This is an optimization exercise on Yosys and OpenROAD, whose aim is small area, a short achievable clock period and few clock cycles per item, not a production implementation.
The RTL was checked by simulation tests, not by an equivalence proof against the original design.
Power is estimated from default activity; no workload was simulated.

==> yarrow <==
Design matrix_mul, start of the top module:
module matrix_mul (
    input wire clk,
    input wire rst_n,
    input wire [127:0] matrix_a,
    input wire [127:0] matrix_b,
    input wire start,
    output wire done,
    output reg [255:0] result
);
Settings: LEC_CHECK=0, CAP_MARGIN=20, CORE_MARGIN=2, CORE_UTILIZATION=40, SETUP_SLACK_MARGIN=1.5, SLEW_MARGIN=20; clock period 8.0 ns.
run.sh (not shown) runs the stock make flow with config.mk's settings and CLKGATE_MAP_FILE= SYNTH_SCRIPT=/design/flow/synth_recipe.tcl, a recipe that flattens the netlist after the stock synthesis.
==> onyx: changes against yarrow <==
==> flow/flow/run.sh (new file) <==
#!/bin/bash
# The standard layout, with a 1x buffer (sky130_fd_sc_hd__buf_1) on every
# input and output port instead of the default delay buffer. make's output
# goes to standard.log; each ORFS step logs under orfs/logs/.
set -euo pipefail
export BUFFER_PORTS_ARGS="-buffer_cell sky130_fd_sc_hd__buf_1"
bash standard.sh finish > standard.log 2>&1
==> flow/standard.sh (new file) <==
#!/bin/bash
# synth_recipe.tcl (not shown) runs the flow's synth.tcl, then flattens the netlist and writes it again
# the make line also repeats each setting of config.mk as NAME=value (left out here)
make -C /OpenROAD-flow-scripts/flow DESIGN_CONFIG=/design/flow/config.mk WORK_HOME=/design/flow/orfs CLKGATE_MAP_FILE= SYNTH_SCRIPT=/design/flow/synth_recipe.tcl "${@:-finish}"
Settings changed: SETUP_SLACK_MARGIN 1.5 to default.
removed: flow/run.sh
==> qor summary <==
| metric | yarrow | onyx |
|---|---|---|
| Cell Pwr Density | 439.3 nW/µm² | 456.7 nW/µm² |
| Layout fillers | 10390 | 10830 |
| GR Util met2 | 0.4393 | 0.4190 |
| Via count | 37130 | 36670 |
| Util after Layout | 0.5051 | 0.4624 |
| Wire length of the first global-routing pass | 226400 µm | 222000 µm |
| Met1 GRT Util | 0.3493 | 0.3454 |
| Clk tree area frac | 0.02554 | 0.02849 |
| Status | finished clean | finished clean |
| Worst min-delay path startpoint | result[48]$_DFF_P_ | result[224]$_DFF_P_ |
| Clock period minus final worst setup slack | 6.408 ns | 6.394 ns |
| End point of the critical path | result[46]$_DFF_P_ | result[207]$_DFF_P_ |
| Number of cells traversed by the worst register-to-register path | 20 | 19 |
| Worst Setup SP | matrix_b[22] | matrix_a[106] |
Testbench counts of yarrow, summed over its fixed seeds: cycles 1,528, items 256.
Testbench counts of onyx, summed over its fixed seeds: cycles 1,528, items 256.

---

==> v8 <==
matrix_mul again, from the RTL that the note above started with.
==> flow/config.mk <==
export PLATFORM = sky130hd
export DESIGN_NAME = matrix_mul
export DESIGN_NICKNAME = matrix_mul
export VERILOG_FILES = /design/flow/design.v
export SDC_FILE = /design/flow/constraint.sdc
export NUM_CORES = 4
export LEC_CHECK = 0
export CAP_MARGIN = 20
export CORE_MARGIN = 2
export CORE_UTILIZATION = 40
export SLEW_MARGIN = 20
==> flow/constraint.sdc <==
create_clock -name core_clock -period 8.0 [get_ports {clk}]
set_input_delay 1.6000 -clock core_clock [delete_from_list [all_inputs] [get_ports {clk}]]
set_output_delay 1.6000 -clock core_clock [all_outputs]
set_load 0.01 [all_outputs]
standard.sh (not shown) runs the stock make flow with config.mk's settings and CLKGATE_MAP_FILE= SYNTH_SCRIPT=/design/flow/synth_recipe.tcl, a recipe that flattens the netlist after the stock synthesis.
==> flow/flow/run.sh <==
#!/bin/bash
# The standard layout with two changes:
#  - every input and output port gets a 1x buffer (sky130_fd_sc_hd__buf_1)
#    instead of the default delay buffer;
#  - after synthesis, flow/fa_polarity.tcl picks the polarity of each full
#    adder so that fewer inverters sit between adders (no register changes).
# make's output goes to standard.log; each ORFS step logs under orfs/logs/.
set -euo pipefail
export BUFFER_PORTS_ARGS="-buffer_cell sky130_fd_sc_hd__buf_1"
export POST_SYNTH_TCL="$PWD/flow/fa_polarity.tcl"
bash standard.sh finish > standard.log 2>&1
==> flow/flow/fa_polarity.tcl <==
# Remove inverters around full-adder cells.
#
# A full adder is self-dual: FA(~a, ~b, ~c) = (~sum, ~cout). Yosys's adder
# extraction picks each adder's polarity on its own, which leaves inverters
# between adders. This chooses, for every sky130_fd_sc_hd__fa_* cell, whether
# to implement it as is or with all its inputs and outputs complemented, so
# that as few inverters as possible are needed, then rebuilds the inverters.
# Only combinational cells change; registers, ports and port nets do not.

proc fp_log {msg} { puts "fa_polarity: $msg" }

set fp_block [ord::get_db_block]
set fp_inv_master [[ord::get_db] findMaster sky130_fd_sc_hd__inv_1]

proc fp_is_inv {inst} {
  return [string match "sky130_fd_sc_hd__inv_*" [[$inst getMaster] getName]]
}
proc fp_is_fa {inst} {
  return [string match "sky130_fd_sc_hd__fa_*" [[$inst getMaster] getName]]
}
proc fp_pin {inst name} {
  foreach it [$inst getITerms] {
    if {[[$it getMTerm] getName] eq $name} { return $it }
  }
  return ""
}
proc fp_driver {net} {
  foreach it [$net getITerms] {
    if {[$it isOutputSignal]} { return $it }
  }
  return ""
}

# Inverters that are free to go: input and output nets are not port nets.
set fp_invs {}
foreach inst [$fp_block getInsts] {
  if {![fp_is_inv $inst]} { continue }
  set a [[fp_pin $inst A] getNet]
  set y [[fp_pin $inst Y] getNet]
  if {$a eq "" || $y eq ""} { continue }
  if {[llength [$a getBTerms]] || [llength [$y getBTerms]]} { continue }
  set ::fp_free([$inst getId]) 1
  lappend fp_invs $inst
}

# root and polarity of each net: follow free inverters back to their source.
proc fp_root {net} {
  set pol 0
  set n $net
  for {set i 0} {$i < 64} {incr i} {
    set d [fp_driver $n]
    if {$d eq ""} { break }
    set inst [$d getInst]
    if {![info exists ::fp_free([$inst getId])]} { break }
    set n [[fp_pin $inst A] getNet]
    set pol [expr {!$pol}]
  }
  return [list $n $pol]
}

# Loads: every input pin of a cell that is not a free inverter, and every
# output port, with the root net and polarity it needs.
# roots(net) -> list of {iterm pol fa_id}; fa_id is "" for a non-adder load.
array set fp_loads {}
array set fp_rootnet {}
set fp_nloads 0
foreach inst [$fp_block getInsts] {
  if {[info exists ::fp_free([$inst getId])]} { continue }
  set fa [expr {[fp_is_fa $inst] ? [$inst getId] : ""}]
  foreach it [$inst getITerms] {
    if {![$it isInputSignal]} { continue }
    set net [$it getNet]
    if {$net eq ""} { continue }
    lassign [fp_root $net] r pol
    set rid [$r getId]
    set fp_rootnet($rid) $r
    lappend fp_loads($rid) [list $it $pol $fa]
    incr fp_nloads
  }
}

# Adders: which roots they drive and which roots they read.
array set fp_flip {}
array set fp_drives {}
array set fp_reads {}
array set fp_drvfa {}
foreach inst [$fp_block getInsts] {
  if {![fp_is_fa $inst]} { continue }
  set id [$inst getId]
  set fp_flip($id) 0
  set fp_drives($id) {}
  set fp_reads($id) {}
  foreach p {SUM COUT} {
    set it [fp_pin $inst $p]
    set net [$it getNet]
    if {$net eq ""} { continue }
    set fp_drvfa([$net getId]) $id
    set fp_rootnet([$net getId]) $net
    lappend fp_drives($id) [$net getId]
  }
  foreach p {A B CIN} {
    set net [[fp_pin $inst $p] getNet]
    if {$net eq ""} { continue }
    lappend fp_reads($id) [[lindex [fp_root $net] 0] getId]
  }
}

proc fp_cost {rid} {
  if {![info exists ::fp_loads($rid)]} { return 0 }
  set phys 0
  if {[info exists ::fp_drvfa($rid)]} { set phys $::fp_flip($::fp_drvfa($rid)) }
  foreach l $::fp_loads($rid) {
    lassign $l it pol fa
    if {$fa ne ""} { set pol [expr {$pol ^ $::fp_flip($fa)}] }
    if {$pol != $phys} { return 1 }
  }
  return 0
}
proc fp_touch {id} {
  return [lsort -unique [concat $::fp_drives($id) $::fp_reads($id)]]
}

set fp_total 0
foreach rid [array names fp_loads] { incr fp_total [fp_cost $rid] }
fp_log "free inverters [llength $fp_invs], adders [array size fp_flip], inverted roots before $fp_total"

# Local search: flip an adder while that lowers the count.
for {set pass 0} {$pass < 20} {incr pass} {
  set gain 0
  foreach id [array names fp_flip] {
    set t [fp_touch $id]
    set before 0
    foreach r $t { incr before [fp_cost $r] }
    set fp_flip($id) [expr {!$fp_flip($id)}]
    set after 0
    foreach r $t { incr after [fp_cost $r] }
    if {$after < $before} {
      incr gain [expr {$before - $after}]
    } else {
      set fp_flip($id) [expr {!$fp_flip($id)}]
    }
  }
  fp_log "pass $pass: saved $gain"
  if {$gain == 0} { break }
}
set fp_total 0
foreach rid [array names fp_loads] { incr fp_total [fp_cost $rid] }
fp_log "inverted roots after $fp_total"

# Rebuild: drop the free inverters, connect each load to its root or to one
# new inverter of that root.
foreach inst $fp_invs {
  foreach it [$inst getITerms] { $it disconnect }
  odb::dbInst_destroy $inst
}
set fp_new 0
foreach rid [array names fp_loads] {
  set r $fp_rootnet($rid)
  set phys 0
  if {[info exists fp_drvfa($rid)]} { set phys $fp_flip($fp_drvfa($rid)) }
  set inv ""
  foreach l $fp_loads($rid) {
    lassign $l it pol fa
    if {$fa ne ""} { set pol [expr {$pol ^ $fp_flip($fa)}] }
    set old [$it getNet]
    if {$pol == $phys} {
      set want $r
    } else {
      if {$inv eq ""} {
        incr fp_new
        set inv [odb::dbNet_create $fp_block "fa_pol_n$fp_new"]
        set ii [odb::dbInst_create $fp_block $fp_inv_master "fa_pol_inv$fp_new"]
        [fp_pin $ii A] connect $r
        [fp_pin $ii Y] connect $inv
      }
      set want $inv
    }
    if {$old ne $want} {
      $it disconnect
      $it connect $want
    }
  }
}
# Nets left without pins: the inverters' old outputs.
set fp_gone 0
foreach net [$fp_block getNets] {
  if {[llength [$net getITerms]] == 0 && [llength [$net getBTerms]] == 0} {
    odb::dbNet_destroy $net
    incr fp_gone
  }
}
fp_log "removed $fp_gone empty nets"
fp_log "inverters now $fp_new"
==> v36: changes against v8 <==
--- a/flow/flow/fa_polarity.tcl
+++ b/flow/flow/fa_polarity.tcl
@@ -6,6 +6,12 @@
 # to implement it as is or with all its inputs and outputs complemented, so
 # that as few inverters as possible are needed, then rebuilds the inverters.
 # Only combinational cells change; registers, ports and port nets do not.
+
+# ORFS sources this from inside a proc; run it at global level instead.
+if {[info level] > 0} {
+  uplevel #0 [list source [info script]]
+  return
+}
 
 proc fp_log {msg} { puts "fa_polarity: $msg" }
 
==> v11: changes against v8 <==
--- a/flow/flow/fa_polarity.tcl
+++ b/flow/flow/fa_polarity.tcl
@@ -6,6 +6,12 @@
 # to implement it as is or with all its inputs and outputs complemented, so
 # that as few inverters as possible are needed, then rebuilds the inverters.
 # Only combinational cells change; registers, ports and port nets do not.
+
+# ORFS sources this from inside a proc; run it at global level instead.
+if {[info level] > 0} {
+  uplevel #0 [list source [info script]]
+  return
+}
 
 proc fp_log {msg} { puts "fa_polarity: $msg" }
 
CORE_UTILIZATION = 60   (was 40)
==> results.txt <==
status finished clean; first-pass GRT wire length about 200000 µm; fin cells around 5700; cell depth of the worst setup path 15; kind of critical path reg2reg; clkbuf count 53; number of global-route vias before repair approximately 35000; clock skew roughly 0.022 ns; Clk Latency, worst-skew pair about 0.59 ns; Register Area between 5000 and 6000 µm²; top achievable clock speed approximately 160 MHz
The numbers above come from v11.

==> results.txt <==
status finished clean; Worst Reg2Reg Path Length in Cells 15; Clk Latency, worst-skew pair approximately 0.60 ns; DRT iter0 DRCs around 2200; fin cells just over 6000; top achievable clock speed ~160 MHz; Rel. slew slack 0.264; clkbuf count between 40 and 50; kind of critical path reg2reg; number of global-route vias before repair ~35000; met3 wire length around 10000 µm; clock skew 0.0228 ns; vias ~33000; cell depth of the worst setup path 15; Synth Net Count around 5800; first-pass GRT wire length roughly 210000 µm
The numbers above come from v36.

==> results.txt <==
status did not finish; failing step netlist read-in after synthesis; Run Error Error: synth_odb.tcl, 7 can't read "::fp_drives(3835)": no such variable; Warnings, synthesis 3
The numbers above come from v8.

Testbench counts of v8, summed over its fixed seeds: cycles 1,528, items 256.
Testbench counts of v36, summed over its fixed seeds: cycles 1,528, items 256.
Testbench counts of v11, summed over its fixed seeds: cycles 1,528, items 256.

==> port drivers added, routing unchanged <==
The flow's constraints put no driver on any port. The routed layouts listed below were extracted and timed again, unchanged, in two steps.
Step 1 sets driving cells, clkbuf_16 on the clock port and buf_2 on the other inputs (assumed; they add their load-dependent delay and slew).
Step 2 moves the port delays by t, midway between the first and last clock arrival at a register: inputs arrive t later, outputs are due t later. That takes back most of the time a late clock gives input paths.
Three values: ideal ports, drivers, drivers and shift; two values: the first two.
run | shift t [ns] | setup slack, ns | worst hold slack (ns) | worst data-port slew with drivers (ns) | cell pins on the clock port's net
yarrow | 0.676 | 1.592 / 1.631 / 0.955 | 0.594 / 0.594 / 0.594 | 0.19 | 1
onyx | 0.679 | 1.606 / 1.629 / 0.977 | 0.596 / 0.596 / 0.596 | 0.10 | 1
v36 | 0.662 | 1.700 / 1.700 / 1.093 | 0.596 / 0.596 / 0.596 | 0.17 | 1
v11 | 0.645 | 1.550 / 1.550 / 1.054 | 0.591 / 0.591 / 0.591 | 0.10 | 1
After both steps every run listed still meets setup and hold. The setup slack of yarrow, which loses most, moves by +0.039 ns with the drivers and by -0.637 ns with both steps.
